Context: an optimization exercise on an open-source flow, tuned for small area. The choices shown serve that exercise and are no tape-out recipe. The RTL was checked by simulation tests, not by an equivalence proof against the original design. The flow treats the clock pin as an ideal source, which a real chip does not have. No activity file was given, so power comes from the tool's default toggle rates.

<file path="config.mk">
export PLATFORM = sky130hd
export DESIGN_NAME = Top_module
export DESIGN_NICKNAME = Top_module
export VERILOG_FILES = /design/flow/design.v
export SDC_FILE = /design/flow/constraint.sdc
export NUM_CORES = 4
export LEC_CHECK = 0
export CAP_MARGIN = 20
export CORE_MARGIN = 2
export CORE_UTILIZATION = 40
export SLEW_MARGIN = 20
</file>
<file path="constraint.sdc">
create_clock -name core_clock -period 10.0 [get_ports {clk_i}]
set_input_delay 2.0000 -clock core_clock [delete_from_list [all_inputs] [get_ports {clk_i}]]
set_output_delay 2.0000 -clock core_clock [all_outputs]
set_load 0.01 [all_outputs]
</file>
<file path="design.v">
`timescale 1ns / 1ps
module Seven_seg_decoder(
    input [3:0] input_digit,
    output [7:1] seg_set
    );
    localparam [15:0] S7 = 16'b1111110001010010;
    localparam [15:0] S6 = 16'b1111110001100000;
    localparam [15:0] S5 = 16'b1111110000000100;
    localparam [15:0] S4 = 16'b1111111010010010;
    localparam [15:0] S3 = 16'b1111111010111010;
    localparam [15:0] S2 = 16'b1111110010001110;
    localparam [15:0] S1 = 16'b1111110010000011;
    assign seg_set = {S7[input_digit], S6[input_digit], S5[input_digit], S4[input_digit],
                      S3[input_digit], S2[input_digit], S1[input_digit]};
endmodule
`timescale 1ns / 1ps
module Debouncer #(parameter [8:0] KV = 9'b000000011) (
    input clk_i,
    input alive,
    input button,
    output pulse
    );
    localparam [8:0] TV = 9'b010000111;    
    localparam [8:0] INV = 9'b010101010;
    reg P, C;
    reg [8:0] q;
    wire [8:0] c = q ^ INV;
    wire Pe = P & alive;
    wire Ce = C & alive;
    wire tc = (c == TV);
    always @(posedge clk_i)
    begin
        P <= Pe ^ (Ce & tc);
        C <= Ce ? ~tc : (Pe ^ button);
        q <= (Ce ? {c[7:0], ~(c[8] ^ c[4])} : {8'b0, ~Pe}) ^ INV;
    end
    assign pulse = Ce & ~Pe & (c == KV);
endmodule
`timescale 1ns / 1ps
module Main_clock(
    input clk_i,
    input alive,
    input t_pulse,       
    input h_pulse,       
    input m_pulse,       
    output reg [3:0] hr_left,
    output reg [3:0] hr_right,
    output reg [2:0] min_left,
    output reg [3:0] min_right
    );
    localparam [14:0] INV = 15'b010101010101010;
    localparam [14:0] LV = 15'b101010101010101;
    localparam [14:0] TF = 15'b111010101001010;
    localparam [14:0] MF = 15'b000000000110000;
    localparam [14:0] TS = 15'b101001010010011;
    localparam [14:0] MS = 15'b101011111111011;
    reg mode;
    reg ph, pm;
    reg [14:0] tq;
    wire [14:0] tc = tq ^ INV;
    reg [5:0] seconds;
    wire ht = t_pulse;
    wire hh = ph & ~ht;
    wire hm = pm & ~ht & ~ph;
    wire tick = ~ht & (mode ? ((tc & MF) == (TF & MF)) : ((tc & MS) == (TS & MS)));
    wire A = &seconds[5:2];                        
    wire B = ~A & (min_right == 4'd10);
    wire Cc = ~A & ~B & min_left[2] & min_left[1];  
    wire D = ~A & ~B & ~Cc & (hr_right == 4'd10);
    wire E = ~A & ~B & ~Cc & ~D & (hr_left == 4'd2) & (hr_right == 4'd4);
    always @(posedge clk_i)
    begin
        mode <= alive & (mode ^ ht);
        ph <= alive & (h_pulse | (ph & ht));
        pm <= alive & (m_pulse | (pm & (ht | ph)));
        tq <= ((tick | ht | ~alive) ? LV : {tc[13:0], ~(tc[14] ^ tc[6])}) ^ INV;
        seconds <= (A | ~alive) ? 6'd0 : seconds + {5'd0, tick};
        min_right <= (B | ~alive) ? 4'd0 : (A | hm) ? min_right + 4'd1 : min_right;
        min_left <= ~alive ? 3'd0 : B ? min_left + 3'd1 : Cc ? 3'd0 : min_left;
        hr_right <= (D | E | ~alive) ? 4'd0 : (Cc | hh) ? hr_right + 4'd1 : hr_right;
        hr_left <= ~alive ? 4'd0 : D ? hr_left + 4'd1 : E ? 4'd0 : hr_left;
    end
endmodule
`timescale 1ns / 1ps
module Display_driver(
    input clk_i,
    input rst_i,
    input [3:0] hr_left,
    input [3:0] hr_right,
    input [2:0] min_left,
    input [3:0] min_right,
    output alive,
    output [7:0] led7_an_o,
    output [7:0] led7_seg_o
    );
    localparam [5:0] T50 = 6'b010001;
    localparam [5:0] R50 = 6'b110001;
    reg [5:0] c50;
    reg started;
    reg [8:0] r;         
    reg blink;
    reg [3:0] d;         
    wire refresh = (c50 == T50);
    assign alive = (c50 != R50);
    wire wrap = &r;
    reg [3:0] dsel;
    always @(*)
        case (r[1:0])
            2'd0: dsel = hr_left;
            2'd1: dsel = hr_right;
            2'd2: dsel = {1'b0, min_left};
            default: dsel = min_right;
        endcase
    always @(posedge clk_i or posedge rst_i)
    begin
        if(rst_i)
        begin
            c50 <= R50;
            started <= 1'b0;
        end
        else
        begin
            c50 <= {c50[4:0], ~(c50[5] ^ c50[0]) ^ refresh};
            started <= started | refresh;
        end
    end
    always @(posedge clk_i)
    begin
        if (~alive)
            r <= 9'd112;
        else if (refresh)
            r <= wrap ? 9'd112 : r + 9'd1;
        blink <= alive & (blink ^ (refresh & wrap));
        if (refresh)
            d <= dsel;
    end
    wire [7:1] seg;
    Seven_seg_decoder dec(d, seg);
    assign led7_an_o[7:4] = 4'b1111;
    assign led7_an_o[3] = started & (r[1:0] != 2'd1);
    assign led7_an_o[2] = started & (r[1:0] != 2'd2);
    assign led7_an_o[1] = started & (r[1:0] != 2'd3);
    assign led7_an_o[0] = started & (r[1:0] != 2'd0);
    assign led7_seg_o[7:1] = started ? seg : 7'd0;
    assign led7_seg_o[0] = started & ((r[1:0] != 2'd2) | blink);
endmodule
`timescale 1ns / 1ps
module Top_module(
    input clk_i,
    input rst_i,
    input button_hr_i,
    input button_min_i,
    input button_test_i,
    output [7:0] led7_an_o,
    output [7:0] led7_seg_o
    );
    wire [3:0] hr_left;
    wire [3:0] hr_right;
    wire [2:0] min_left;
    wire [3:0] min_right;
    wire h_pulse, m_pulse, t_pulse;
    wire alive;      
    Debouncer #(.KV(9'b000000011)) hr_up(.clk_i(clk_i), .alive(alive), .button(button_hr_i), .pulse(h_pulse));
    Debouncer #(.KV(9'b000000011)) min_up(.clk_i(clk_i), .alive(alive), .button(button_min_i), .pulse(m_pulse));
    Debouncer #(.KV(9'b000000111)) testing(.clk_i(clk_i), .alive(alive), .button(button_test_i), .pulse(t_pulse));
    Main_clock Clock(.clk_i(clk_i), .alive(alive), .t_pulse(t_pulse), .h_pulse(h_pulse), .m_pulse(m_pulse), .hr_left(hr_left), .hr_right(hr_right), .min_left(min_left), .min_right(min_right));
    Display_driver Display(.clk_i(clk_i), .rst_i(rst_i), .hr_left(hr_left), .hr_right(hr_right), .min_left(min_left), .min_right(min_right), .alive(alive), .led7_an_o(led7_an_o), .led7_seg_o(led7_seg_o));
endmodule
</file>
<file path="flow/run.sh">
#!/bin/bash
# Own layout flow: the standard layout (standard.sh) with three changes:
#  - synthesis maps logic with an area-oriented ABC script (flow/area.abc) and skips the
#    adder extraction; registers are inferred and mapped exactly as in the standard synthesis
#  - ports are buffered with the smallest buffer cell
#  - clock tree synthesis inserts no dummy loads
# make's full output goes to make.log in the work folder; ORFS's per-step logs are under orfs/logs.
set -euo pipefail
HERE=$(pwd)
export MY_ABC_SCRIPT="$HERE/flow/area.abc"
bash standard.sh \
  "SYNTH_SCRIPT=$HERE/flow/synth.tcl" \
  "ADDER_MAP_FILE=" \
  "BUFFER_PORTS_ARGS=-buffer_cell sky130_fd_sc_hd__buf_1" \
  "CTS_ARGS=-buf_list sky130_fd_sc_hd__clkbuf_8 -sink_clustering_enable -sink_clustering_size 30 -sink_clustering_max_diameter 150 -repair_clock_nets -dont_use_dummy_load" \
  finish > "$HERE/make.log" 2>&1
</file>
<file path="flow/area.abc">
&get -n
&st
&dch -f
&nf -R 1000
&put
mfs2
strash
&get -n
&dch -f
&nf -R 1000
&put
</file>
<file path="flow/synth.tcl">
proc synth {args} { yosys synth -nofsm -noshare {*}$args }
# The standard synthesis (synth_recipe.tcl), with ORFS's ABC mapping script swapped for the
# area-oriented script in MY_ABC_SCRIPT; registers and everything else are as standard.
proc abc {args} {
  set i [lsearch -exact $args -script]
  if {$i >= 0 && [info exists ::env(MY_ABC_SCRIPT)]} {
    set args [lreplace $args $i [expr {$i + 1}] -script $::env(MY_ABC_SCRIPT)]
  }
  yosys abc {*}$args
}
source $::env(SCRIPTS_DIR)/synth.tcl
# left out here: clear keep_hierarchy, flatten, clean up, hide names made inside functions, write 1_2_yosys.v
</file>
<file path="standard.sh">
#!/bin/bash
# synth_recipe.tcl (not shown) runs the flow's synth.tcl, then flattens the netlist and writes it again
# the make line also repeats each setting of config.mk as NAME=value (left out here)
make -C /OpenROAD-flow-scripts/flow DESIGN_CONFIG=/design/flow/config.mk WORK_HOME=/design/flow/orfs CLKGATE_MAP_FILE= SYNTH_SCRIPT=/design/flow/synth_recipe.tcl "${@:-finish}"
</file>
==> results.py, run 1 <==
metrics = {
    "synth": {
        "post-synth-top-count-cell": "dfxtp_1",
        "synth_top_area_share_pct": 49.2,
        "yosysSeqAreaShare_pct": 58.1,
        "synthCells": 365,
        "async_flop_share_pct": 7.53,
        "post_synth.cell_area_avg_um2": 9.15,
        "synth_ff_type": "dfxtp_1",
        "synth_commonest_cells": "dfxtp_1, nand2_1, nor2_1",
        "synthDistinctLibCells": 37,
        "synth_warnings": 4,
        "synth_top_cell_by_area": "dfxtp_1",
        "synth_area_leaders": "dfxtp_1, nand2_1, nor2_1, a21oi_1, edfxtp_1",
        "synth_edf_count": 4,
        "syn_area_mm2": 0.00334,
        "ys_ff_latch": 93,
    },
    "cts": {
        "cts_hold_buf": 0,
        "cts_root_buf": "clkbuf_8",
        "h-tree-depth": 3,
        "clk_pin_slew_ns": 0.09,
        "cts_buffer_depth": 2,
        "cts_setup_buffers": 0,
        "numCtsBuffers": 9,
        "clk_latency_ns": 0.35,
        "cts_tree": "yes",
        "cts_sinks": 93,
        "cts_resized": 0,
    },
    "worst_setup_path": {
        "r2r_start": "Display.c50[0]",
        "crit_type": "register to primary output",
        "crit_fanout": 6,
        "r2r_setup_slack_ns": 6.56,
        "reg2reg_to": "Clock.min_right[3]",
        "crit_arrival_ns": 1.61,
        "cp.required_ns": 8.00,
        "crit_path_end_kind": "primary output",
        "rr_worst_depth": 12,
        "start_kind": "register",
    },
    "sta": {
        "rsz0062_at_grt": "false",
        "clock_skew_ns": 0.0216,
        "worst_hold_slack_ns": 0.373,
        "timing.slew.headroom_pct": 51.6,
        "finalHoldViolCount": 0,
        "fmax_ghz": 0.277,
        "period_minus_slack_ns": 3.61,
        "fin_ws_ns": 6.39,
        "drv_slew": 0,
        "setup_tns_ns": 0,
        "finalSetupViolCount": 0,
        "tightest_slew_ns": 0.724,
        "fin_crit_sh_pct": 36.1,
    },
    "hold_path": {
        "min_path_cells": 1,
        "hp-start": "Clock.tq[12]",
        "hold_path_class": "register to register",
        "hold-path-endpoint": "Clock.tq[13]",
    },
    "final_layout": {
        "syn_to_final_growth_pct": 9.10,
        "finalNetCount": 397,
        "n_fill_cell": 803,
        "multi_input_area_mm2": 0.00135,
        "n_antenna_cell": 0,
        "drive_gt1_share_pct": 3.33,
        "area.sequential_mm2": 0.00194,
    },
    "global_route": {
        "grt_pass1_vias": 2209,
        "grt_use_total_pct": 13.8,
        "grt_antenna_before_repair": 0,
        "grt_pass1_wl_um": 9760,
        "grt.overflow.total": 0,
        "grt_max_degree": 17,
    },
    "die": {
        "start_util_pct": 41.1,
        "core_area_mm2": 0.00813,
        "rows": 33,
        "pin_count": 21,
        "die_x_um": 95.4,
        "die-area_mm2": 0.00910,
        "die_height_um": 95.4,
    },
    "outcome": {
        "status": "complete, no violations",
    },
    "power": {
        "power.leakage_nw": 1.51,
        "vdd_drop_max_mv": 0.121,
        "power_density_mw_per_mm2": 196,
    },
    "place": {
        "place.gp.congestion": 0.738,
        "place_hpwl_um": 4200,
        "place_ws_ns": 6.54,
        "io_buffers": 16,
    },
    "routing": {
        "vias": 2436,
        "drcViolationCount": 0,
        "viasPerCell": 4.92,
        "routedWlPerCell_um": 11.6,
        "dr.pass1.iters": 4,
        "antenna_left": 0,
        "drtIter0Drc": 77,
        "wl_um": 5760,
    },
    "flow_run": {
        "drv_cap": 0,
    },
}
worst max-delay path by stage:
stage / to / startpoint
finish: led7_seg_o[3] / Display.d[2]
CTS: led7_seg_o[3] / Display.d[2]
global placement: Clock.min_right[3] / Display.c50[0]
detailed placement: Clock.min_right[3] / Display.c50[0]
global route: Clock.min_right[3] / Display.c50[0]
floorplan: led7_seg_o[3] / Display.d[2]
metrics by stage:
step / utilization (%) / total power, mW / std cells / area, um^2
floorplan: - / 0.512 / 368 / 3350
global placement: 43.3 / 0.528 / 486 / 3520
detailed placement: 43.3 / 0.531 / 486 / 3520
CTS: 44.8 / 0.721 / 495 / 3640
global route: 44.8 / 0.752 / 495 / 3640
finish: 44.8 / 0.713 / 495 / 3640
critical path, stage by stage, from the launching register on:
cell and delay (ns):
edfxtp_1 0.44, clkinv_1 0.09, a21oi_1 0.19, nor2b_1 0.16, nor2_1 0.05, o21ai_0 0.16
buf_1 0.17
cell usage in the layout (no fill, tap or decap), types with 5 or more instances in the layout:
cell      count
dfxtp_1      82
nand2_1      59
nor2_1       52
a21oi_1      32
o21ai_0      17
buf_1        16
nor3_1       15
and3_1       10
nand3_1       9
and2_0        9
xor2_1        9
clkbuf_8      9
clkinv_1      8
nor2b_1       8
nor4b_1       5
state kept, by name, summed over array words and instances (netlist names), 6 cells and up:
name	flops
hr_up.q	9
Display.r	9
Clock.seconds	6
testing.q	9
Clock.tq	15
Display.c50	6
min_up.q	9
routing by layer:
layer / track usage (%) / routed length [um] / part of all wire (%) / vias to the layer above
met2: 22.8 / 2690 / 47 / 31
met3: 3.24 / 189 / 3.3 / 5
met5: 0 / 0 / 0 / -
met4: 7.14 / 69 / 1.2 / 0
met1: 16.9 / 2810 / 49 / 1111
li1: - / - / - / 1289
cell families (layout without fill, tap and decap cells):
| family | after synthesis | after routing | synth area share, % |
|---|---|---|---|
| buf+inv | 12 | 34 | 1.80 |
| flops | 93 | 93 | 58.1 |
| mux | 1 | 1 | 0.300 |
| xor+xnor | 13 | 13 | 3.41 |
| other cells | 1 | 4 | 0.112 |
| simple gates | 184 | 184 | 26.0 |
| compound gates | 61 | 61 | 10.3 |
area by class of cell:
class                      count  share of cell area, %
clock buffer                   9                   3.40
inverter                       8                  0.824
multi-input combinational    263                   37.1
sequential                    93                   53.3
tap                          105                   3.61
timing repair buffer          17                   1.85
power breakdown:
group	internal (mW)	switching, mW	total [mW]
logic	0.0301	0.0320	0.0620
clock network	0.0808	0.110	0.190
registers	0.430	0.0298	0.460
==> inputs of run 2 (changes only) <==
--- a/flow/run.sh
+++ b/flow/run.sh
@@ -12,5 +12,5 @@
   "SYNTH_SCRIPT=$HERE/flow/synth.tcl" \
   "ADDER_MAP_FILE=" \
   "BUFFER_PORTS_ARGS=-buffer_cell sky130_fd_sc_hd__buf_1" \
-  "CTS_ARGS=-buf_list sky130_fd_sc_hd__clkbuf_8 -sink_clustering_enable -sink_clustering_size 30 -sink_clustering_max_diameter 150 -repair_clock_nets -dont_use_dummy_load" \
+  "CTS_ARGS=-sink_clustering_enable -repair_clock_nets -dont_use_dummy_load" \
   finish > "$HERE/make.log" 2>&1
==> run 2 against run 1 <==
  * Critical path type unchanged
  * Highest routed layer unchanged
  * Hold slack stayed put
  * Global-route usage stayed put
  * Utilization stayed put
  * Cell count stayed put
  * Non-clock buffer count stayed put
  * Synthesized cell count stayed put
  * Synthesized area stayed put
  * Combinational power hardly changed
  * Still clean
==> results.py, run 2 <==
metrics = {
    "global_route": {
        "grt_pass1_vias": 2209,
        "grt_max_degree": 17,
        "grt_antenna_before_repair": 0,
        "grt_use_total_pct": 13.8,
        "grt.overflow.total": 0,
        "grt_pass1_wl_um": 9760,
    },
    "routing": {
        "routedWlPerCell_um": 11.6,
        "dr.pass1.iters": 4,
        "topRoutingLayerUsed": "met4",
        "vias": 2436,
        "antenna_left": 0,
        "viasPerCell": 4.92,
        "drtIter0Drc": 77,
        "dr_wl_met2_um": 2690,
        "met3_wirelength_um": 189,
        "wl_um": 5760,
        "drcViolationCount": 0,
        "wl_met1_um": 2810,
    },
    "cts": {
        "clk_latency_ns": 0.35,
        "clk_pin_slew_ns": 0.09,
        "cts_resized": 0,
        "cts_tree": "yes",
        "cts_setup_buffers": 0,
        "cts_hold_buf": 0,
        "cts_root_buf": "clkbuf_8",
        "numCtsBuffers": 9,
        "cts_buffer_depth": 2,
        "h-tree-depth": 3,
        "cts_sinks": 93,
    },
    "worst_setup_path": {
        "crit_chain": "clkinv_1 -> a21oi_1 -> nor2b_1 -> nor2_1 -> o21ai_0 -> buf_1",
        "start_kind": "register",
        "crit_path_end_kind": "primary output",
        "path_buf_inv": 2,
        "slowest_stage": "edfxtp_1",
        "crit_type": "register to primary output",
        "path_delay_family": "flip-flops",
        "slowest_delay_ns": 0.44,
        "crit_fanout": 6,
        "cp.required_ns": 8.00,
        "crit_arrival_ns": 1.61,
    },
    "place": {
        "place_hpwl_um": 4200,
        "place.gp.congestion": 0.738,
        "place_inst": 486,
        "placed_cell_area_mm2": 0.00352,
        "io_buffers": 16,
        "place_ws_ns": 6.54,
    },
    "sta": {
        "rsz0062_at_grt": "false",
        "clock_skew_ns": 0.0216,
        "fin_ws_ns": 6.39,
        "setup_tns_ns": 0,
        "drv_slew": 0,
        "tightest_slew_ns": 0.724,
        "finalSetupViolCount": 0,
        "worst_hold_slack_ns": 0.373,
        "period_minus_slack_ns": 3.61,
        "fmax_ghz": 0.277,
        "timing.slew.headroom_pct": 51.6,
        "fin_crit_sh_pct": 36.1,
        "finalHoldViolCount": 0,
    },
    "final_layout": {
        "fin_cells": 495,
        "syn_to_final_growth_pct": 9.10,
        "largest_reg_flops": 15,
        "post-route-cell-area_mm2": 0.00364,
        "finalNetCount": 397,
        "largest_register": "Clock.tq",
        "n_fill_cell": 803,
        "drive_gt1_share_pct": 3.33,
        "mostFrequentLayoutCells": "dfxtp_1, nand2_1, nor2_1",
        "n_antenna_cell": 0,
        "final_util_pct": 44.8,
        "layout_commonest_cell": "dfxtp_1",
    },
    "synth": {
        "syn_area_mm2": 0.00334,
        "synth_commonest_cells": "dfxtp_1, nand2_1, nor2_1",
        "synth_ff_type": "dfxtp_1",
        "post-synth-top-count-cell": "dfxtp_1",
        "synthDistinctLibCells": 37,
        "synth_top_area_share_pct": 49.2,
        "yosysSeqAreaShare_pct": 58.1,
        "synth_top_cell_by_area": "dfxtp_1",
        "ys_ff_latch": 93,
        "async_flop_share_pct": 7.53,
        "synthCells": 365,
        "synth_warnings": 4,
        "synth_area_leaders": "dfxtp_1, nand2_1, nor2_1, a21oi_1, edfxtp_1",
        "post_synth.cell_area_avg_um2": 9.15,
        "synth_edf_count": 4,
    },
    "die": {
        "die_x_um": 95.4,
        "pin_count": 21,
        "die_height_um": 95.4,
        "die-area_mm2": 0.00910,
        "rows": 33,
        "core_area_mm2": 0.00813,
        "start_util_pct": 41.1,
    },
    "flow_run": {
        "drv_cap": 0,
    },
    "hold_path": {
        "hold_path_class": "register to register",
    },
    "power": {
        "vdd_drop_max_mv": 0.121,
        "power.total_mw": 0.713,
        "power.leakage_nw": 1.51,
        "power_density_mw_per_mm2": 196,
    },
    "outcome": {
        "status": "complete, no violations",
    },
}
==> run 2: power breakdown <==
part	total (mW)	leakage [nW]	internal, mW	switching (mW)
Sequential	0.460	0.792	0.430	0.0298
Combinational	0.0620	0.653	0.0301	0.0320
Clock	0.190	0.0647	0.0808	0.110
==> run 2: area by class of cell <==
cell class	instances	area, um^2	share of cell area, %
well taps	105	131	3.61
multi-input cells	263	1350	37.1
flip-flops and latches	93	1940	53.3
clock buffers	9	124	3.40
repair buffers	17	67.6	1.85
inverters	8	30.0	0.824
==> run 2: kinds of logic (layout without fill, tap and decap cells) <==
group	after synthesis	after routing	share of synthesized area [%]
simple gates	184	184	26.0
other cells	1	4	0.112
xor+xnor	13	13	3.41
mux	1	1	0.300
buf+inv	12	34	1.80
flops	93	93	58.1
compound gates	61	61	10.3
==> run 2: layer usage <==
layer / global-route usage [%] / vias to the layer above
met5: 0 / -
met2: 22.8 / 31
met1: 16.9 / 1111
met3: 3.24 / 5
li1: - / 1289
met4: 7.14 / 0
==> run 2: final timing paths <==
path,start,end,slack [ns],cells after the start
max in group asynchronous,rst_i,Display.c50[5],8.25,2
worst max register to register,Display.c50[0],Clock.min_right[3],6.56,12
worst min-delay path,Clock.tq[12],Clock.tq[13],0.37,1
worst min register to register,Clock.tq[12],Clock.tq[13],0.37,1
min in group asynchronous,rst_i,Display.c50[1],1.51,2
worst max-delay path,Display.d[2],led7_seg_o[3],6.39,6
==> inputs of run 3 (changes only) <==
==> flow/run.sh (replaced) <==
#!/bin/bash
# Own layout flow: the standard layout (standard.sh) with these changes:
#  - synthesis maps logic with an area-oriented ABC script (flow/area.abc) and skips the
#    adder extraction; registers are inferred and mapped exactly as in the standard synthesis
#  - ports are buffered with the smallest buffer cell
#  - the clock tree is built by flow/cts_pre.tcl before CTS (2^MCT_DEPTH leaf buffers, each
#    driving the registers of one region of the placement, optionally behind one root buffer);
#    TritonCTS then finds the clock already buffered and adds nothing
# make's full output goes to make.log in the work folder; ORFS's per-step logs are under orfs/logs.
set -euo pipefail
HERE=$(pwd)
export MY_ABC_SCRIPT="$HERE/flow/area.abc"
export MCT_CLOCK_PORT=clk_i
export MCT_LEAF=sky130_fd_sc_hd__clkbuf_16
export MCT_DEPTH=2
export MCT_ROOT=
bash standard.sh \
  "SYNTH_SCRIPT=$HERE/flow/synth.tcl" \
  "ADDER_MAP_FILE=" \
  "BUFFER_PORTS_ARGS=-buffer_cell sky130_fd_sc_hd__buf_1" \
  "PRE_CTS_TCL=$HERE/flow/cts_pre.tcl" \
  "CTS_ARGS=-sink_clustering_enable -repair_clock_nets -dont_use_dummy_load" \
  finish > "$HERE/make.log" 2>&1
==> flow/cts_pre.tcl (new file) <==
# Manual clock buffering: the clock sinks are split into groups by position (recursive
# bisection of the placement, alternating x and y), one clock buffer per group at its centroid.
proc mct_split {items axis depth} {
  if {$depth == 0} { return [list $items] }
  set s [lsort -integer -index $axis $items]
  set h [expr {[llength $s] / 2}]
  set na [expr {1 - $axis}]
  return [concat [mct_split [lrange $s 0 [expr {$h - 1}]] $na [expr {$depth - 1}]] \
                 [mct_split [lrange $s $h end] $na [expr {$depth - 1}]]]
}
proc manual_clock_tree {clknet buf depth} {
  set items {}
  foreach p [get_pins -of_objects [get_nets $clknet]] {
    if {[get_property $p direction] != "input"} { continue }
    set loc [[[sta::sta_to_db_pin $p] getInst] getLocation]
    lappend items [list [lindex $loc 0] [lindex $loc 1] [get_full_name $p]]
  }
  # split along the longer side first
  set xs [lsort -integer [lmap it $items {lindex $it 0}]]
  set ys [lsort -integer [lmap it $items {lindex $it 1}]]
  set axis [expr {([lindex $xs end] - [lindex $xs 0]) >= ([lindex $ys end] - [lindex $ys 0]) ? 0 : 1}]
  set g 0
  foreach grp [mct_split $items $axis $depth] {
    set sx 0; set sy 0; set names {}
    foreach it $grp { set sx [expr {$sx + [lindex $it 0]}]; set sy [expr {$sy + [lindex $it 1]}]; lappend names [lindex $it 2] }
    set k [llength $grp]
    set dbu [[ord::get_db_block] getDbUnitsPerMicron]
    set x [expr {double($sx) / $k / $dbu}]; set y [expr {double($sy) / $k / $dbu}]
    insert_buffer -buffer_cell $buf -net $clknet -load_pins [get_pins $names] -location [list $x $y] -buffer_name "clkman_$g" -net_name "clkman_net_$g"
    incr g
  }
}

# MCT_LEAF: leaf clock buffer cell, MCT_DEPTH: 2^depth leaf buffers,
# MCT_ROOT (optional): one root buffer cell between the clock port and the leaf buffers.
set clknet $::env(MCT_CLOCK_PORT)
manual_clock_tree $clknet $::env(MCT_LEAF) $::env(MCT_DEPTH)
if {[info exists ::env(MCT_ROOT)] && $::env(MCT_ROOT) ne ""} {
  set loads {}
  foreach p [get_pins -of_objects [get_nets $clknet]] {
    if {[get_property $p direction] == "input"} { lappend loads $p }
  }
  set sx 0; set sy 0
  foreach p $loads { set loc [[[sta::sta_to_db_pin $p] getInst] getLocation]; set sx [expr {$sx + [lindex $loc 0]}]; set sy [expr {$sy + [lindex $loc 1]}] }
  set dbu [[ord::get_db_block] getDbUnitsPerMicron]
  set k [llength $loads]
  insert_buffer -buffer_cell $::env(MCT_ROOT) -net $clknet -load_pins $loads -location [list [expr {double($sx)/$k/$dbu}] [expr {double($sy)/$k/$dbu}]] -buffer_name clkman_root -net_name clkman_root_net
}
==> run 3 against run 2 <==
  * Still clean on timing, DRC and antenna
  * Via count shrank 0.82%
  * Final area decreased by 0.65%
  * Sequential share of layout area increased by 0.35 points
  * Fmax is 5.5% higher
  * Synthesized cell count unchanged
  * Cell count down 1.0%
  * Die area did not move
  * Worst setup slack improved by 0.19 ns
  * Combinational power about the same
  * Sequential power barely moved
  * Critical path type unchanged
  * Largest cell class unchanged
  * Highest routed layer unchanged
==> results.py, run 3 <==
metrics = {
    "outcome": {
        "status": "complete, no violations",
    },
    "routing": {
        "drtIter0Drc": 53,
        "vias": 2416,
        "dr.pass1.iters": 4,
        "antenna_left": 0,
        "drcViolationCount": 0,
        "viasPerCell": 4.93,
        "wl_um": 5590,
        "routedWlPerCell_um": 11.4,
    },
    "synth": {
        "synth_top_area_share_pct": 49.2,
        "ys_ff_latch": 93,
        "yosysSeqAreaShare_pct": 58.1,
        "post-synth-top-count-cell": "dfxtp_1",
        "synth_warnings": 4,
        "synthCells": 365,
        "synth_commonest_cells": "dfxtp_1, nand2_1, nor2_1",
        "synthDistinctLibCells": 37,
        "synth_ff_type": "dfxtp_1",
        "synth_top_cell_by_area": "dfxtp_1",
        "synth_edf_count": 4,
        "post_synth.cell_area_avg_um2": 9.15,
        "synth_area_leaders": "dfxtp_1, nand2_1, nor2_1, a21oi_1, edfxtp_1",
        "async_flop_share_pct": 7.53,
        "syn_area_mm2": 0.00334,
    },
    "worst_setup_path": {
        "crit_path_end_kind": "primary output",
        "crit_arrival_ns": 1.43,
        "r2r_start": "Display.c50[0]",
        "crit_type": "register to primary output",
        "cp.required_ns": 8.00,
        "crit_fanout": 6,
        "crit_start": "Display.d[2]",
        "start_kind": "register",
    },
    "global_route": {
        "grt_use_total_pct": 12.4,
        "grt_pass1_vias": 2154,
        "grt_antenna_before_repair": 0,
        "grtUsageMet2_pct": 22.7,
        "globalRouteMet1Util_pct": 16.5,
        "grt.overflow.total": 0,
        "use_met3_pct": 1.19,
        "grt_max_degree": 25,
        "grt_pass1_wl_um": 9510,
        "grt.busiest_layer": "met2",
    },
    "cts": {
        "cts_setup_buffers": 0,
        "cts_hold_buf": 0,
        "clk_pin_slew_ns": 0.09,
        "clk_latency_ns": 0.15,
        "cts_resized": 0,
    },
    "final_layout": {
        "layout_commonest_cell": "dfxtp_1",
        "post-route-cell-area_mm2": 0.00362,
        "finalNetCount": 392,
        "largest_register": "Clock.tq",
        "fin_cells": 490,
        "mostFrequentLayoutCells": "dfxtp_1, nand2_1, nor2_1",
        "drive_gt1_share_pct": 2.08,
        "final_util_pct": 44.5,
        "n_antenna_cell": 0,
        "n_fill_cell": 804,
        "largest_reg_flops": 15,
        "syn_to_final_growth_pct": 8.39,
    },
    "die": {
        "rows": 33,
        "die_x_um": 95.4,
        "core_area_mm2": 0.00813,
        "die_height_um": 95.4,
        "pin_count": 21,
        "start_util_pct": 41.1,
        "die-area_mm2": 0.00910,
    },
    "hold_path": {
        "hold_path_class": "register to register",
        "hp-start": "Clock.tq[11]",
    },
    "place": {
        "placed_cell_area_mm2": 0.00352,
        "place_inst": 486,
        "place_hpwl_um": 4200,
        "io_buffers": 16,
        "place.gp.congestion": 0.738,
    },
    "sta": {
        "drv_slew": 0,
        "rsz0062_at_grt": "false",
        "finalSetupViolCount": 0,
        "tightest_slew_ns": 0.729,
        "fin_crit_sh_pct": 34.3,
        "period_minus_slack_ns": 3.43,
        "setup_tns_ns": 0,
        "timing.slew.headroom_pct": 51.2,
        "clock_skew_ns": 0.0101,
        "finalHoldViolCount": 0,
        "fmax_ghz": 0.292,
    },
    "power": {
        "power_density_mw_per_mm2": 189,
        "vdd_drop_max_mv": 0.0907,
        "power.leakage_nw": 1.49,
    },
    "flow_run": {
        "drv_cap": 0,
    },
}
==> run 3: cell counts after synthesis <==
No cell type changed its count.
==> run 3: metrics by stage <==
stage	setup slack (ns)	power (mW)	hold WS, ns
after floorplan	6.93	0.512	0.343
after global placement	6.64	0.528	0.344
after detailed placement	6.54	0.531	0.356
after CTS	6.54	0.661	0.350
after global routing	6.19	0.719	0.390
final	6.57	0.683	0.362
==> run 3: logic make-up after synthesis <==
group	Yosys count	synth area share (%)
and+or+nand+nor	184	26.0
other	1	0.112
AOI/OAI and AO/OA	61	10.3
buffers and inverters	12	1.80
xor gates and xnor gates	13	3.41
DFF	93	58.1
muxes	1	0.300
==> run 3: layout make-up, clock buffers not listed <==
class	count	area [um^2]	share of cell area, %
Tap cell	105	131	3.63
Inverter	8	30.0	0.830
Sequential cell	93	1940	53.6
Multi-Input combinational cell	263	1350	37.3
Timing Repair Buffer	17	67.6	1.87
==> run 3: path summary, 6_finish.rpt <==
kind,slack [ns],cells after the start,end
max in group asynchronous,8.06,2,Display.c50[5]
worst max register to register,6.60,12,Clock.min_right[3]
worst min-delay path,0.36,1,Clock.tq[12]
worst min register to register,0.36,1,Clock.tq[12]
min in group asynchronous,1.70,2,Display.c50[1]
worst max-delay path,6.57,6,led7_seg_o[3]
==> run 3: per-layer routing <==
metal	part of all wire [%]	wire length [um]
met1	49	2720
met2	47	2630
met3	3.4	190
met4	0.98	55
met5	0	0
==> run 3: report_power, final <==
group          total [mW]  leakage (nW)  internal [mW]  switching, mW
Clock               0.162        0.0493         0.0731         0.0886
Sequential          0.460         0.792          0.430         0.0298
Combinational      0.0617         0.653         0.0300         0.0316
Total               0.683          1.49          0.533          0.150
==> run 3: critical path, cell delays in order (launching register included) <==
cell and delay (ns):
edfxtp_1 0.45, clkinv_1 0.09, a21oi_1 0.19, nor2b_1 0.16, nor2_1 0.05, o21ai_0 0.16, buf_1 0.17
==> inputs of run 4 (changes only) <==
--- a/flow/run.sh
+++ b/flow/run.sh
@@ -11,9 +11,9 @@
 HERE=$(pwd)
 export MY_ABC_SCRIPT="$HERE/flow/area.abc"
 export MCT_CLOCK_PORT=clk_i
-export MCT_LEAF=sky130_fd_sc_hd__clkbuf_16
-export MCT_DEPTH=2
-export MCT_ROOT=
+export MCT_LEAF=sky130_fd_sc_hd__clkbuf_4
+export MCT_DEPTH=3
+export MCT_ROOT=sky130_fd_sc_hd__clkbuf_2
 bash standard.sh \
   "SYNTH_SCRIPT=$HERE/flow/synth.tcl" \
   "ADDER_MAP_FILE=" \
--- a/config.mk
+++ b/config.mk
@@ -7,5 +7,6 @@
 export LEC_CHECK = 0
 export CAP_MARGIN = 20
 export CORE_MARGIN = 2
-export CORE_UTILIZATION = 40
+export CORE_UTILIZATION = 60
+export PLACE_DENSITY = 0.85
 export SLEW_MARGIN = 20
==> run 4 against run 3 <==
  * Still clean on timing, DRC and antenna
  * Synthesized area did not move
  * Clock power fell by 12%
  * Final area fell by 2.1%
  * Die area fell by 32%
  * Sequential power barely moved
  * Wire length rose by 0.11%
  * First-iteration DRC count rose by 89%
  * Register-to-register slack got worse by 0.07 ns
  * Worst setup slack got worse by 0.33 ns
  * Fmax fell by 8.8%
  * Utilization rose by 21 points
  * Critical path type unchanged
  * Critical endpoint unchanged
==> results.py, run 4 <==
metrics = {
    "worst_setup_path": {
        "crit_fanout": 7,
        "reg2reg_to": "Clock.min_right[3]",
        "path_delay_family": "flip-flops",
        "cp.required_ns": 8.00,
        "start_kind": "register",
        "crit_path_end_kind": "primary output",
        "critPathMostFrequentCell": "nor2_1",
        "r2r_setup_slack_ns": 6.53,
        "slowest_stage": "edfxtp_1",
        "slowest_delay_ns": 0.47,
        "crit_start": "Display.d[0]",
        "crit_arrival_ns": 1.76,
        "rr_worst_depth": 12,
        "crit_type": "register to primary output",
        "r2r_start": "Display.c50[0]",
        "path_buf_inv": 1,
        "crit_chain": "nor2_1 -> a21oi_1 -> nor2b_1 -> nor2_1 -> o21ai_0 -> buf_1",
    },
    "sta": {
        "tightest_slew_ns": 0.703,
        "clock_skew_ns": 0.0176,
        "rsz0062_at_grt": "false",
        "worst_hold_slack_ns": 0.374,
        "drv_slew": 0,
        "setup_tns_ns": 0,
        "finalSetupViolCount": 0,
        "fin_ws_ns": 6.24,
        "finalHoldViolCount": 0,
        "timing.slew.headroom_pct": 52.9,
        "period_minus_slack_ns": 3.76,
        "fmax_ghz": 0.266,
        "fin_crit_sh_pct": 37.6,
    },
    "routing": {
        "dr.pass1.iters": 4,
        "wl_um": 5600,
        "vias": 2469,
        "antenna_left": 0,
        "drtIter0Drc": 100,
        "drcViolationCount": 0,
        "viasPerCell": 5.34,
        "routedWlPerCell_um": 12.1,
    },
    "die": {
        "rows": 27,
        "die_x_um": 78.6,
        "pin_count": 21,
        "start_util_pct": 61.4,
        "die_height_um": 78.6,
        "die-area_mm2": 0.00618,
        "core_area_mm2": 0.00544,
    },
    "cts": {
        "cts_setup_buffers": 0,
        "cts_hold_buf": 0,
        "clk_pin_slew_ns": 0.12,
        "cts_resized": 0,
        "clk_latency_ns": 0.50,
    },
    "hold_path": {
        "hp-start": "Clock.tq[11]",
        "min_path_cells": 1,
        "hold-path-endpoint": "Clock.tq[12]",
        "hold_path_class": "register to register",
    },
    "synth": {
        "async_flop_share_pct": 7.53,
        "synth_top_area_share_pct": 49.2,
        "yosys.area_share.adder_pct": 0,
        "synth_compound_area_share_pct": 10.3,
        "synth_warnings": 4,
        "synth_commonest_cells": "dfxtp_1, nand2_1, nor2_1",
        "post_synth_and_or_nand_nor_area_fraction_pct": 26.0,
        "synth-xor-area-share_pct": 3.41,
        "synthCells": 365,
        "ys_ff_latch": 93,
        "post-synth-top-count-cell": "dfxtp_1",
        "post_synth.cell_area_avg_um2": 9.15,
        "synth_top_cell_by_area": "dfxtp_1",
        "synthMuxAreaShare_pct": 0.300,
        "yosysSeqAreaShare_pct": 58.1,
        "synthDistinctLibCells": 37,
        "synth_edf_count": 4,
        "synth_ff_type": "dfxtp_1",
        "synth_top_family_by_area": "simple AND/OR/NAND/NOR gates",
        "syn_area_mm2": 0.00334,
        "synth_area_leaders": "dfxtp_1, nand2_1, nor2_1, a21oi_1, edfxtp_1",
    },
    "global_route": {
        "grt_use_total_pct": 18.4,
        "grt.overflow.total": 0,
        "grt_max_degree": 17,
        "grt_pass1_vias": 2326,
        "grt_pass1_wl_um": 9690,
        "grt_antenna_before_repair": 0,
    },
    "final_layout": {
        "largest_reg_flops": 15,
        "syn_to_final_growth_pct": 6.11,
        "n_antenna_cell": 0,
        "largest_register": "Clock.tq",
        "post-route-cell-area_mm2": 0.00354,
        "layout_commonest_cell": "dfxtp_1",
        "mostFrequentLayoutCells": "dfxtp_1, nand2_1, nor2_1",
        "fin_cells": 462,
        "drive_gt1_share_pct": 3.33,
        "final_util_pct": 65.1,
        "finalNetCount": 397,
    },
    "place": {
        "place_hpwl_um": 4110,
        "place.gp.congestion": 0.738,
        "placed_cell_area_mm2": 0.00348,
        "place_inst": 453,
        "io_buffers": 16,
        "place_ws_ns": 6.56,
    },
    "power": {
        "vdd_drop_max_mv": 0.174,
        "p_sw_mw": 0.165,
        "power.total_mw": 0.664,
        "power_density_mw_per_mm2": 188,
        "p_sw_share_pct": 24.8,
        "p_int_mw": 0.500,
        "p_seq_share_pct": 69.3,
        "pwr-share-comb_pct": 9.3,
        "power_frac_clock_pct": 21.4,
        "power.leakage_nw": 1.49,
    },
    "flow_run": {
        "drv_cap": 0,
    },
    "outcome": {
        "status": "complete, no violations",
    },
}
[run 4: cell count changes in the layout (fill, tap and decap cells not counted), sizes merged]
cell,delta
clkbuf,+5
[run 4: area by class of cell, clock buffers not listed]
cell class              count  area (um^2)
multi-input cells         263         1350
fillers                   448         1900
flip-flops and latches     93         1940
well taps                  72         90.1
repair buffers             17         67.6
inverters                   8         30.0
[run 4: kinds of logic after synthesis]
kind of cell / count (synthesis)
buf+inv: 12
compound gates: 61
flops: 93
simple gates: 184
xor+xnor: 13
other cells: 1
mux: 1
[run 4: power groups by stage]
| stage | registers, mW | clock network, mW | logic, mW |
|---|---|---|---|
| after floorplan | 0.461 | 0 | 0.0517 |
| after global placement | 0.467 | 0 | 0.0595 |
| after detailed placement | 0.468 | 0 | 0.0627 |
| after CTS | 0.470 | 0.103 | 0.0629 |
| after global routing | 0.468 | 0.158 | 0.0720 |
| final | 0.461 | 0.142 | 0.0617 |
[run 4: per-layer routing]
layer	track usage [%]	wire (um)	up-vias
met3	1.03	174	14
li1	-	-	1292
met2	33.4	2580	40
met4	4.91	168	0
met1	23.9	2670	1123
met5	0	0	-
[run 4: worst max path at each step]
stage                                     to  slack, ns  depth (start not counted)
after detailed placement  Clock.min_right[3]       6.56                         12
after floorplan                led7_seg_o[3]       6.93                          5
after CTS                 Clock.min_right[3]       6.55                         12
after global placement    Clock.min_right[3]       6.76                         12
after global routing           led7_seg_o[3]       6.09                          6
final                          led7_seg_o[3]       6.24                          6
==> inputs of run 5 (changes only) <==
--- a/flow/run.sh
+++ b/flow/run.sh
@@ -3,7 +3,7 @@
 #  - synthesis maps logic with an area-oriented ABC script (flow/area.abc) and skips the
 #    adder extraction; registers are inferred and mapped exactly as in the standard synthesis
 #  - ports are buffered with the smallest buffer cell
-#  - the clock tree is built by flow/cts_pre.tcl before CTS (2^MCT_DEPTH leaf buffers, each
+#  - the clock tree is built by flow/cts_pre.tcl before CTS (MCT_NLEAF leaf buffers, each
 #    driving the registers of one region of the placement, optionally behind one root buffer);
 #    TritonCTS then finds the clock already buffered and adds nothing
 # make's full output goes to make.log in the work folder; ORFS's per-step logs are under orfs/logs.
@@ -12,7 +12,7 @@
 export MY_ABC_SCRIPT="$HERE/flow/area.abc"
 export MCT_CLOCK_PORT=clk_i
 export MCT_LEAF=sky130_fd_sc_hd__clkbuf_4
-export MCT_DEPTH=3
+export MCT_NLEAF=10
 export MCT_ROOT=sky130_fd_sc_hd__clkbuf_2
 bash standard.sh \
   "SYNTH_SCRIPT=$HERE/flow/synth.tcl" \
--- a/flow/cts_pre.tcl
+++ b/flow/cts_pre.tcl
@@ -1,14 +1,15 @@
 # Manual clock buffering: the clock sinks are split into groups by position (recursive
-# bisection of the placement, alternating x and y), one clock buffer per group at its centroid.
-proc mct_split {items axis depth} {
-  if {$depth == 0} { return [list $items] }
+# bisection of the placement, alternating x and y, into groups of nearly equal size), one clock buffer per group at its centroid.
+proc mct_split {items axis ngroup} {
+  if {$ngroup <= 1} { return [list $items] }
   set s [lsort -integer -index $axis $items]
-  set h [expr {[llength $s] / 2}]
+  set ga [expr {$ngroup / 2}]
+  set h [expr {[llength $s] * $ga / $ngroup}]
   set na [expr {1 - $axis}]
-  return [concat [mct_split [lrange $s 0 [expr {$h - 1}]] $na [expr {$depth - 1}]] \
-                 [mct_split [lrange $s $h end] $na [expr {$depth - 1}]]]
+  return [concat [mct_split [lrange $s 0 [expr {$h - 1}]] $na $ga] \
+                 [mct_split [lrange $s $h end] $na [expr {$ngroup - $ga}]]]
 }
-proc manual_clock_tree {clknet buf depth} {
+proc manual_clock_tree {clknet buf ngroup} {
   set items {}
   foreach p [get_pins -of_objects [get_nets $clknet]] {
     if {[get_property $p direction] != "input"} { continue }
@@ -20,7 +21,7 @@
   set ys [lsort -integer [lmap it $items {lindex $it 1}]]
   set axis [expr {([lindex $xs end] - [lindex $xs 0]) >= ([lindex $ys end] - [lindex $ys 0]) ? 0 : 1}]
   set g 0
-  foreach grp [mct_split $items $axis $depth] {
+  foreach grp [mct_split $items $axis $ngroup] {
     set sx 0; set sy 0; set names {}
     foreach it $grp { set sx [expr {$sx + [lindex $it 0]}]; set sy [expr {$sy + [lindex $it 1]}]; lappend names [lindex $it 2] }
     set k [llength $grp]
@@ -31,10 +32,10 @@
   }
 }
 
-# MCT_LEAF: leaf clock buffer cell, MCT_DEPTH: 2^depth leaf buffers,
+# MCT_LEAF: leaf clock buffer cell, MCT_NLEAF: number of leaf buffers,
 # MCT_ROOT (optional): one root buffer cell between the clock port and the leaf buffers.
 set clknet $::env(MCT_CLOCK_PORT)
-manual_clock_tree $clknet $::env(MCT_LEAF) $::env(MCT_DEPTH)
+manual_clock_tree $clknet $::env(MCT_LEAF) $::env(MCT_NLEAF)
 if {[info exists ::env(MCT_ROOT)] && $::env(MCT_ROOT) ne ""} {
   set loads {}
   foreach p [get_pins -of_objects [get_nets $clknet]] {
==> run 5 against run 4 <==
  * Still clean
  * Register-to-register slack hardly changed
  * Synthesized cell count is the same
  * Sequential share of layout area is 0.23 points lower
  * Die area did not move
  * First-iteration DRC count rose by 4.0%
  * Total power rose by 1.5%
  * Via count shrank 0.69%
  * Worst setup slack got worse by 0.0010 ns
  * Critical endpoint unchanged
==> results.py, run 5 <==
metrics = {
    "place": {
        "placed_cell_area_mm2": 0.00348,
        "place.gp.congestion": 0.738,
        "io_buffers": 16,
        "place_hpwl_um": 4110,
        "place_inst": 453,
    },
    "worst_setup_path": {
        "start_kind": "register",
        "crit_fanout": 7,
        "crit_type": "register to primary output",
        "crit_arrival_ns": 1.76,
        "crit_path_end_kind": "primary output",
        "cp.required_ns": 8.00,
    },
    "outcome": {
        "status": "complete, no violations",
    },
    "final_layout": {
        "post-route-cell-area_mm2": 0.00356,
        "n_antenna_cell": 0,
        "largest_register": "Clock.tq",
        "finalNetCount": 399,
        "fin_cells": 464,
        "final_util_pct": 65.4,
        "largest_reg_flops": 15,
        "syn_to_final_growth_pct": 6.56,
        "layout_commonest_cell": "dfxtp_1",
        "drive_gt1_share_pct": 3.83,
        "mostFrequentLayoutCells": "dfxtp_1, nand2_1, nor2_1",
    },
    "sta": {
        "drv_slew": 0,
        "period_minus_slack_ns": 3.76,
        "timing.slew.headroom_pct": 53.0,
        "finalSetupViolCount": 0,
        "rsz0062_at_grt": "false",
        "clock_skew_ns": 0.0120,
        "fin_crit_sh_pct": 37.6,
        "finalHoldViolCount": 0,
        "setup_tns_ns": 0,
        "tightest_slew_ns": 0.702,
        "fmax_ghz": 0.266,
    },
    "routing": {
        "drcViolationCount": 0,
        "dr.pass1.iters": 4,
        "wl_um": 5580,
        "drtIter0Drc": 104,
        "viasPerCell": 5.28,
        "vias": 2452,
        "routedWlPerCell_um": 12.0,
        "antenna_left": 0,
    },
    "cts": {
        "cts_resized": 0,
        "clk_latency_ns": 0.52,
        "clk_pin_slew_ns": 0.09,
        "cts_hold_buf": 0,
        "cts_setup_buffers": 0,
    },
    "synth": {
        "ys_ff_latch": 93,
        "yosysSeqAreaShare_pct": 58.1,
        "syn_area_mm2": 0.00334,
        "synthDistinctLibCells": 37,
        "synth_commonest_cells": "dfxtp_1, nand2_1, nor2_1",
        "synth_warnings": 4,
        "synth_ff_type": "dfxtp_1",
        "synthCells": 365,
        "post-synth-top-count-cell": "dfxtp_1",
        "synth_edf_count": 4,
        "async_flop_share_pct": 7.53,
        "synth_area_leaders": "dfxtp_1, nand2_1, nor2_1, a21oi_1, edfxtp_1",
        "synth_top_area_share_pct": 49.2,
        "synth_top_cell_by_area": "dfxtp_1",
        "post_synth.cell_area_avg_um2": 9.15,
    },
    "global_route": {
        "grt_pass1_vias": 2333,
        "grt_pass1_wl_um": 9690,
        "grt_use_total_pct": 18.4,
        "grt.overflow.total": 0,
        "grt_max_degree": 17,
        "grt_antenna_before_repair": 0,
    },
    "die": {
        "rows": 27,
        "die_height_um": 78.6,
        "start_util_pct": 61.4,
        "core_area_mm2": 0.00544,
        "die_x_um": 78.6,
        "pin_count": 21,
        "die-area_mm2": 0.00618,
    },
    "hold_path": {
        "hold_path_class": "register to register",
    },
    "power": {
        "power.leakage_nw": 1.50,
        "vdd_drop_max_mv": 0.169,
        "power_density_mw_per_mm2": 190,
    },
    "flow_run": {
        "drv_cap": 0,
    },
}
## run 5: final timing paths
path	slack, ns	cells past startpoint	start	endpoint
max reg2reg	6.54	12	Display.c50[0]	Clock.min_right[3]
max	6.24	6	Display.d[0]	led7_seg_o[3]
min reg2reg	0.37	1	Clock.tq[11]	Clock.tq[12]
max in group asynchronous	8.41	2	rst_i	Display.c50[4]
min	0.37	1	Clock.tq[11]	Clock.tq[12]
min in group asynchronous	1.36	2	rst_i	Display.c50[3]
## run 5: metal layers
layer	routed length [um]	up-vias	global-route usage, %
li1	-	1299	-
met1	2650	1093	24.3
met2	2570	46	32.8
met3	229	14	2.07
met4	129	0	3.86
met5	0	-	0
## run 5: layout make-up, clock buffers not listed
type | count | area (um^2)
timing repair buffer | 17 | 67.6
fill | 447 | 1880
inverter | 8 | 30.0
sequential | 93 | 1940
tap | 72 | 90.1
multi-input combinational | 263 | 1350
## run 5: through the flow
stage               setup slack (ns)  power (mW)  hold slack [ns]
CTS                             6.55       0.647            0.352
detailed placement              6.56       0.531            0.350
floorplan                       6.93       0.512            0.343
global placement                6.76       0.527            0.344
finish                          6.24       0.675            0.370
global route                    6.06       0.711            0.386
## run 5: power breakdown
group | total [mW] | internal (mW) | switching, mW
combinational | 0.0616 | 0.0300 | 0.0316
clock | 0.152 | 0.0481 | 0.104
sequential | 0.461 | 0.430 | 0.0307
total | 0.675 | 0.508 | 0.166
## run 5: kinds of logic after synthesis
| group | share of synthesized area, % |
|---|---|
| simple gates | 26.0 |
| compound gates | 10.3 |
| other cells | 0.112 |
| xor+xnor | 3.41 |
| mux | 0.300 |
| flops | 58.1 |
| buf+inv | 1.80 |
## run 5: critical path, stage by stage (launching register included)
cell,delay [ns]
edfxtp_1,0.46
nor2_1,0.09
a21oi_1,0.18
nor2b_1,0.16
nor2_1,0.06
o21ai_0,0.14
buf_1,0.17
==> inputs of run 6 (changes only) <==
--- a/design.v
+++ b/design.v
@@ -14,11 +14,13 @@
                       S3[input_digit], S2[input_digit], S1[input_digit]};
 endmodule
 `timescale 1ns / 1ps
-module Debouncer #(parameter [8:0] KV = 9'b000000011) (
+module Debouncer(
     input clk_i,
     input alive,
     input button,
-    output pulse
+    output p1,
+    output p2,
+    output p3
     );
     localparam [8:0] TV = 9'b010000111;    
     localparam [8:0] INV = 9'b010101010;
@@ -34,15 +36,20 @@
         C <= Ce ? ~tc : (Pe ^ button);
         q <= (Ce ? {c[7:0], ~(c[8] ^ c[4])} : {8'b0, ~Pe}) ^ INV;
     end
-    assign pulse = Ce & ~Pe & (c == KV);
+    wire high = Ce & ~Pe;
+    assign p1 = high & (c == 9'b000000011);    
+    assign p2 = high & (c == 9'b000000111);    
+    assign p3 = high & (c == 9'b000001111);    
 endmodule
 `timescale 1ns / 1ps
 module Main_clock(
     input clk_i,
     input alive,
-    input t_pulse,       
-    input h_pulse,       
-    input m_pulse,       
+    input t2,            
+    input t3,            
+    input h2,            
+    input h3,            
+    input m1,            
     output reg [3:0] hr_left,
     output reg [3:0] hr_right,
     output reg [2:0] min_left,
@@ -55,11 +62,12 @@
     localparam [14:0] TS = 15'b101001010010011;
     localparam [14:0] MS = 15'b101011111111011;
     reg mode;
-    reg ph, pm;
+    reg pm;
     reg [14:0] tq;
     wire [14:0] tc = tq ^ INV;
     reg [5:0] seconds;
-    wire ht = t_pulse;
+    wire ht = t2;
+    wire ph = h2 | (h3 & t3);
     wire hh = ph & ~ht;
     wire hm = pm & ~ht & ~ph;
     wire tick = ~ht & (mode ? ((tc & MF) == (TF & MF)) : ((tc & MS) == (TS & MS)));
@@ -71,8 +79,7 @@
     always @(posedge clk_i)
     begin
         mode <= alive & (mode ^ ht);
-        ph <= alive & (h_pulse | (ph & ht));
-        pm <= alive & (m_pulse | (pm & (ht | ph)));
+        pm <= alive & (m1 | (pm & (ht | ph)));
         tq <= ((tick | ht | ~alive) ? LV : {tc[13:0], ~(tc[14] ^ tc[6])}) ^ INV;
         seconds <= (A | ~alive) ? 6'd0 : seconds + {5'd0, tick};
         min_right <= (B | ~alive) ? 4'd0 : (A | hm) ? min_right + 4'd1 : min_right;
@@ -158,11 +165,11 @@
     wire [3:0] hr_right;
     wire [2:0] min_left;
     wire [3:0] min_right;
-    wire h_pulse, m_pulse, t_pulse;
+    wire h1, h2, h3, m1, m2, m3, t1, t2, t3;
     wire alive;      
-    Debouncer #(.KV(9'b000000011)) hr_up(.clk_i(clk_i), .alive(alive), .button(button_hr_i), .pulse(h_pulse));
-    Debouncer #(.KV(9'b000000011)) min_up(.clk_i(clk_i), .alive(alive), .button(button_min_i), .pulse(m_pulse));
-    Debouncer #(.KV(9'b000000111)) testing(.clk_i(clk_i), .alive(alive), .button(button_test_i), .pulse(t_pulse));
-    Main_clock Clock(.clk_i(clk_i), .alive(alive), .t_pulse(t_pulse), .h_pulse(h_pulse), .m_pulse(m_pulse), .hr_left(hr_left), .hr_right(hr_right), .min_left(min_left), .min_right(min_right));
+    Debouncer hr_up(.clk_i(clk_i), .alive(alive), .button(button_hr_i), .p1(h1), .p2(h2), .p3(h3));
+    Debouncer min_up(.clk_i(clk_i), .alive(alive), .button(button_min_i), .p1(m1), .p2(m2), .p3(m3));
+    Debouncer testing(.clk_i(clk_i), .alive(alive), .button(button_test_i), .p1(t1), .p2(t2), .p3(t3));
+    Main_clock Clock(.clk_i(clk_i), .alive(alive), .t2(t2), .t3(t3), .h2(h2), .h3(h3), .m1(m1), .hr_left(hr_left), .hr_right(hr_right), .min_left(min_left), .min_right(min_right));
     Display_driver Display(.clk_i(clk_i), .rst_i(rst_i), .hr_left(hr_left), .hr_right(hr_right), .min_left(min_left), .min_right(min_right), .alive(alive), .led7_an_o(led7_an_o), .led7_seg_o(led7_seg_o));
 endmodule
--- a/flow/run.sh
+++ b/flow/run.sh
@@ -2,7 +2,7 @@
 # Own layout flow: the standard layout (standard.sh) with these changes:
 #  - synthesis maps logic with an area-oriented ABC script (flow/area.abc) and skips the
 #    adder extraction; registers are inferred and mapped exactly as in the standard synthesis
-#  - ports are buffered with the smallest buffer cell
+#  - ports are buffered with the smallest buffer cell; tie cells are not split per load
 #  - the clock tree is built by flow/cts_pre.tcl before CTS (MCT_NLEAF leaf buffers, each
 #    driving the registers of one region of the placement, optionally behind one root buffer);
 #    TritonCTS then finds the clock already buffered and adds nothing
@@ -17,6 +17,7 @@
 bash standard.sh \
   "SYNTH_SCRIPT=$HERE/flow/synth.tcl" \
   "ADDER_MAP_FILE=" \
+  "SKIP_REPAIR_TIE_FANOUT=1" \
   "BUFFER_PORTS_ARGS=-buffer_cell sky130_fd_sc_hd__buf_1" \
   "PRE_CTS_TCL=$HERE/flow/cts_pre.tcl" \
   "CTS_ARGS=-sink_clustering_enable -repair_clock_nets -dont_use_dummy_load" \
==> flow/area.abc (replaced) <==
&get -n
&st
&deepsyn -T 30
&dch -f
&nf -R 1000
&put
mfs2
strash
&get -n
&dch -f
&nf -R 1000
&put
==> run 6 against run 5 <==
  * Sequential share of layout area about the same
  * Sequential cell count decreased by 1
  * Combinational power is 42% lower
  * Total power fell by 11%
  * Register-to-register slack improved by 0.99 ns
  * Global-route usage barely moved
  * Via count down 2.0%
  * Worst setup slack got worse by 0.27 ns
  * Synthesized area is 0.82% lower
  * Utilization is 0.31 points lower
==> results.py, run 6 <==
metrics = {
    "worst_setup_path": {
        "crit_fanout": 8,
        "crit_arrival_ns": 2.03,
        "crit_type": "register to primary output",
        "crit_path_end_kind": "primary output",
        "start_kind": "register",
        "cp.required_ns": 8.00,
    },
    "routing": {
        "drtIter0Drc": 128,
        "routedWlPerCell_um": 12.3,
        "wl_um": 5440,
        "dr.pass1.iters": 4,
        "viasPerCell": 5.45,
        "antenna_left": 0,
        "vias": 2402,
        "drcViolationCount": 0,
    },
    "global_route": {
        "grt_pass1_wl_um": 9630,
        "grt_max_degree": 18,
        "grt_antenna_before_repair": 0,
        "grt.overflow.total": 0,
        "grt_pass1_vias": 2296,
        "grt_use_total_pct": 18.4,
    },
    "sta": {
        "fmax_ghz": 0.248,
        "setup_tns_ns": 0,
        "rsz0062_at_grt": "false",
        "fin_ws_ns": 5.97,
        "period_minus_slack_ns": 4.03,
        "drv_slew": 0,
        "finalHoldViolCount": 0,
        "clock_skew_ns": 0.0161,
        "finalSetupViolCount": 0,
        "tightest_slew_ns": 0.636,
        "fin_crit_sh_pct": 40.3,
        "timing.slew.headroom_pct": 57.2,
    },
    "die": {
        "rows": 27,
        "die_height_um": 78.3,
        "start_util_pct": 61.3,
        "die-area_mm2": 0.00613,
        "pin_count": 21,
        "core_area_mm2": 0.00541,
        "die_x_um": 78.3,
    },
    "synth": {
        "synth_area_leaders": "dfxtp_1, nand2_1, nor2_1, edfxtp_1, nor3_1",
        "post_synth.cell_area_avg_um2": 9.60,
        "async_flop_share_pct": 7.61,
        "synth_top_area_share_pct": 49.0,
        "synthCells": 345,
        "synth_top_cell_by_area": "dfxtp_1",
        "synthDistinctLibCells": 40,
        "synth_edf_count": 4,
        "post-synth-top-count-cell": "dfxtp_1",
        "synth_warnings": 3,
        "syn_area_mm2": 0.00331,
        "synth_ff_type": "dfxtp_1",
        "synth_commonest_cells": "dfxtp_1, nand2_1, nor2_1",
        "yosysSeqAreaShare_pct": 58.0,
        "ys_ff_latch": 92,
    },
    "final_layout": {
        "multi_input_area_mm2": 0.00135,
        "syn_to_final_growth_pct": 6.27,
        "largest_reg_flops": 15,
        "n_fill_cell": 466,
        "fin_cells": 441,
        "finalNetCount": 376,
        "area.sequential_mm2": 0.00192,
        "layout_commonest_cell": "dfxtp_1",
        "n_antenna_cell": 0,
        "drive_gt1_share_pct": 4.88,
        "mostFrequentLayoutCells": "dfxtp_1, nand2_1, nor2_1",
        "largest_register": "Clock.tq",
    },
    "cts": {
        "clk_latency_ns": 0.53,
        "cts_resized": 0,
        "cts_setup_buffers": 0,
        "clk_pin_slew_ns": 0.10,
        "cts_hold_buf": 0,
    },
    "place": {
        "place_hpwl_um": 3870,
        "place_ws_ns": 6.56,
        "place.gp.congestion": 0.760,
        "place_inst": 430,
        "io_buffers": 16,
    },
    "outcome": {
        "status": "complete, no violations",
    },
    "power": {
        "vdd_drop_max_mv": 0.132,
        "power.leakage_nw": 1.47,
        "power_density_mw_per_mm2": 170,
    },
    "flow_run": {
        "drv_cap": 0,
    },
    "hold_path": {
        "hold_path_class": "register to register",
    },
}
## run 6: changes by cell type after synthesis, moves of 3 or more
cell | before | now
nor2_1 | 52 | 40
a21oi_1 | 32 | 18
nor4b_1 | 5 | 0
o21ai_0 | 17 | 9
mux4_2 | 0 | 3
clkinv_1 | 8 | 4
xor2_1 | 9 | 12
nor3_1 | 15 | 21
## run 6: final timing paths
check	cells after the start	end	slack [ns]	from
worst min register to register	1	Clock.tq[12]	0.37	Clock.tq[11]
worst min-delay path	1	Clock.tq[12]	0.37	Clock.tq[11]
worst max register to register	10	Clock.hr_right[3]	7.53	testing.q[8]
max in group asynchronous	2	Display.c50[5]	8.45	rst_i
worst max-delay path	6	led7_seg_o[2]	5.97	Display.d[2]
min in group asynchronous	2	Display.started	1.30	rst_i
## run 6: metrics by stage
stage,power [mW],hold WS [ns],util (%),area (um^2)
finish,0.600,0.369,65.1,3520
global route,0.628,0.369,65.1,3520
CTS,0.571,0.351,65.1,3520
detailed placement,0.457,0.350,63.6,3440
global placement,0.453,0.347,63.6,3440
floorplan,0.446,0.343,-,3310
## run 6: where the power goes
group          internal [mW]  switching, mW
combinational         0.0183         0.0172
sequential             0.396         0.0169
clock                 0.0481          0.104
total                  0.462          0.138
## run 6: cell families after synthesis
kind of cell           Yosys count  synth area share, %
other                            1                0.113
multiplexers                     3                 2.04
flip-flops                      92                 58.0
AND/OR/NAND/NOR                178                 25.5
XOR/XNOR                        16                 4.23
buffers and inverters            8                 1.36
AO/OA/AOI/OAI                   47                 8.73
## run 6: cell type report, clock buffers not listed
cell class / count / share of cell area, %
sequential: 92 / 54.6
multi-input combinational: 245 / 38.3
tap: 72 / 2.56
timing repair buffer: 17 / 1.92
inverter: 4 / 0.427
## run 6: critical path, cell delays in order, from the launching register on
cell,delay (ns)
edfxtp_1,0.50
and3_1,0.20
or3_1,0.37
nand2_1,0.09
clkinv_1,0.08
o2bb2ai_1,0.12
buf_1,0.13
## run 6: routing by layer
layer	vias to the layer above	share of wire, %	GRT usage, %
li1	1252	-	-
met1	1104	49	25.0
met2	35	46	32.1
met3	11	3.0	1.84
met4	0	2.2	4.21
met5	-	0	0
==> inputs of run 7 (changes only) <==
==> flow/area.abc (replaced) <==
&get -n
&st
&deepsyn -T 30
&dch -f
&nf -R 1000 -p
&put
mfs2
strash
&get -n
&dch -f
&nf -R 1000 -p
&put
mfs2
strash
&get -n
&dch -f
&nf -R 1000 -p
&put
==> run 7 against run 6 <==
  * Clock power barely moved
  * Clock skew fell by 0.0042 ns
  * Highest routed layer unchanged
  * Largest power group unchanged
  * Largest cell class unchanged
  * Worst setup slack lost 0.047 ns
==> results.py, run 7 <==
metrics = {
    "worst_setup_path": {
        "slowest_delay_ns": 0.47,
        "crit_arrival_ns": 2.07,
        "start_kind": "register",
        "crit_chain": "and3_1 -> or3_1 -> nand2_1 -> clkinv_1 -> o2bb2ai_1 -> buf_1",
        "path_delay_family": "simple AND/OR/NAND/NOR gates",
        "r2r_start": "testing.q[8]",
        "slowest_stage": "edfxtp_1",
        "crit_type": "register to primary output",
        "r2r_setup_slack_ns": 7.53,
        "crit_fanout": 6,
        "cp.required_ns": 8.00,
        "crit_path_end_kind": "primary output",
        "reg2reg_to": "Clock.hr_right[3]",
        "path_buf_inv": 2,
        "rr_worst_depth": 9,
    },
    "final_layout": {
        "largest_reg_flops": 15,
        "area.sequential_mm2": 0.00192,
        "mostFrequentLayoutCells": "dfxtp_1, nand2_1, nor2_1",
        "largest_register": "Clock.tq",
        "multi_input_area_mm2": 0.00132,
        "drive_gt1_share_pct": 4.95,
        "syn_to_final_growth_pct": 6.24,
        "finalNetCount": 371,
        "n_antenna_cell": 0,
        "layout_commonest_cell": "dfxtp_1",
        "n_fill_cell": 423,
    },
    "synth": {
        "ys_ff_latch": 92,
        "synthCells": 340,
        "syn_area_mm2": 0.00329,
        "yosysSeqAreaShare_pct": 58.4,
        "post_synth.cell_area_avg_um2": 9.67,
        "synth_commonest_cells": "dfxtp_1, nand2_1, nor2_1",
        "synthDistinctLibCells": 42,
        "post-synth-top-count-cell": "dfxtp_1",
        "synth_edf_count": 4,
        "synth_warnings": 3,
        "async_flop_share_pct": 7.61,
        "synth_area_leaders": "dfxtp_1, nand2_1, nor2_1, edfxtp_1, nor3_1",
        "synth_top_cell_by_area": "dfxtp_1",
        "synth_ff_type": "dfxtp_1",
        "synth_top_area_share_pct": 49.3,
    },
    "cts": {
        "cts_resized": 0,
        "clk_pin_slew_ns": 0.10,
        "cts_hold_buf": 0,
        "cts_setup_buffers": 0,
        "clk_latency_ns": 0.55,
    },
    "sta": {
        "setup_tns_ns": 0,
        "fmax_ghz": 0.245,
        "timing.slew.headroom_pct": 54.4,
        "fin_ws_ns": 5.93,
        "worst_hold_slack_ns": 0.371,
        "clock_skew_ns": 0.0119,
        "period_minus_slack_ns": 4.07,
        "finalSetupViolCount": 0,
        "fin_crit_sh_pct": 40.7,
        "finalHoldViolCount": 0,
        "rsz0062_at_grt": "false",
        "tightest_slew_ns": 0.675,
        "drv_slew": 0,
    },
    "power": {
        "power_density_mw_per_mm2": 195,
        "vdd_drop_max_mv": 0.131,
        "power.leakage_nw": 1.47,
    },
    "global_route": {
        "grt_antenna_before_repair": 0,
        "grt_pass1_wl_um": 9590,
        "grt_max_degree": 19,
        "grt.overflow.total": 0,
        "grt_use_total_pct": 18.3,
        "grt_pass1_vias": 2230,
    },
    "die": {
        "die-area_mm2": 0.00609,
        "die_height_um": 78.0,
        "die_x_um": 78.0,
        "core_area_mm2": 0.00520,
        "start_util_pct": 63.2,
        "rows": 26,
        "pin_count": 21,
    },
    "routing": {
        "drcViolationCount": 0,
        "drtIter0Drc": 105,
        "wl_um": 5510,
        "dr.pass1.iters": 4,
        "antenna_left": 0,
        "viasPerCell": 5.44,
        "vias": 2359,
        "routedWlPerCell_um": 12.7,
    },
    "flow_run": {
        "drv_cap": 0,
    },
    "place": {
        "place.gp.congestion": 0.796,
        "place_ws_ns": 6.54,
        "place_hpwl_um": 4030,
        "io_buffers": 16,
    },
    "outcome": {
        "status": "complete, no violations",
    },
    "hold_path": {
        "min_path_cells": 1,
        "hold-path-endpoint": "Clock.tq[14]",
        "hold_path_class": "register to register",
        "hp-start": "Clock.tq[13]",
    },
}
==> run 7: changes by cell type after synthesis, moves of 2 or more <==
cell / delta
xor2_1: -2
nor2b_1: -2
nand3_1: -4
xnor2_1: +2
a21oi_1: +2
and3_1: -4
a311oi_1: +2
nor3b_1: -3
nor3_1: +2
and4b_1: +2
==> run 7: worst max path at each step <==
| stage | from | to | slack (ns) | depth (start not counted) |
|---|---|---|---|---|
| 2_1_floorplan | Display.d[0] | led7_seg_o[2] | 6.65 | 5 |
| 3_3_place_gp | Display.d[0] | led7_seg_o[2] | 6.59 | 6 |
| 3_5_place_dp | Display.d[0] | led7_seg_o[2] | 6.54 | 6 |
| 4_1_cts | Display.d[0] | led7_seg_o[2] | 6.54 | 6 |
| 5_1_grt | Display.d[2] | led7_seg_o[2] | 5.82 | 5 |
| 6_report | Display.d[0] | led7_seg_o[2] | 5.93 | 6 |
==> run 7: area by class of cell, clock buffers not listed <==
type	instances	share of cell area, %
inverters	4	0.430
well taps	70	2.51
multi-input cells	240	37.9
repair buffers	17	1.93
flip-flops and latches	92	55.0
==> run 7: cell families (layout without fill, tap and decap cells) <==
| kind of cell | after synthesis | in the layout | share of synthesized area [%] |
|---|---|---|---|
| and+or+nand+nor | 171 | 171 | 24.7 |
| DFF | 92 | 92 | 58.4 |
| AOI/OAI and AO/OA | 49 | 49 | 9.09 |
| xor gates and xnor gates | 16 | 16 | 4.26 |
| buffers and inverters | 8 | 32 | 1.37 |
| muxes | 3 | 3 | 2.05 |
| other | 1 | 1 | 0.114 |
==> run 7: routing by layer <==
metal / vias to the layer above / GRT usage [%] / wire, um
met4: 0 / 4.74 / 130
met5: - / 0 / 0
met1: 1074 / 25.9 / 2610
met3: 16 / 1.61 / 217
met2: 45 / 30.7 / 2550
li1: 1224 / - / -
==> run 7: power by group <==
group	switching, mW	internal [mW]	total [mW]
clock network	0.106	0.0480	0.154
logic	0.0272	0.0303	0.0575
registers	0.0378	0.432	0.469
==> run 7: per-stage QoR <==
stage / area, um^2 / cells / util [%] / power (mW)
after floorplan: 3290 / 340 / - / 0.516
after global placement: 3410 / 423 / 65.6 / 0.530
after detailed placement: 3410 / 423 / 65.6 / 0.537
after CTS: 3490 / 434 / 67.1 / 0.651
after global routing: 3490 / 434 / 67.1 / 0.719
final: 3490 / 434 / 67.1 / 0.681

Re-timed with assumed drivers on the ports (clkbuf_16 on the clock, buf_2 on other inputs), run 7 has 5.903 ns of setup slack against 5.926 ns with ideal ports, and 6.472 ns once port delays also move by the mid clock arrival of 0.569 ns.
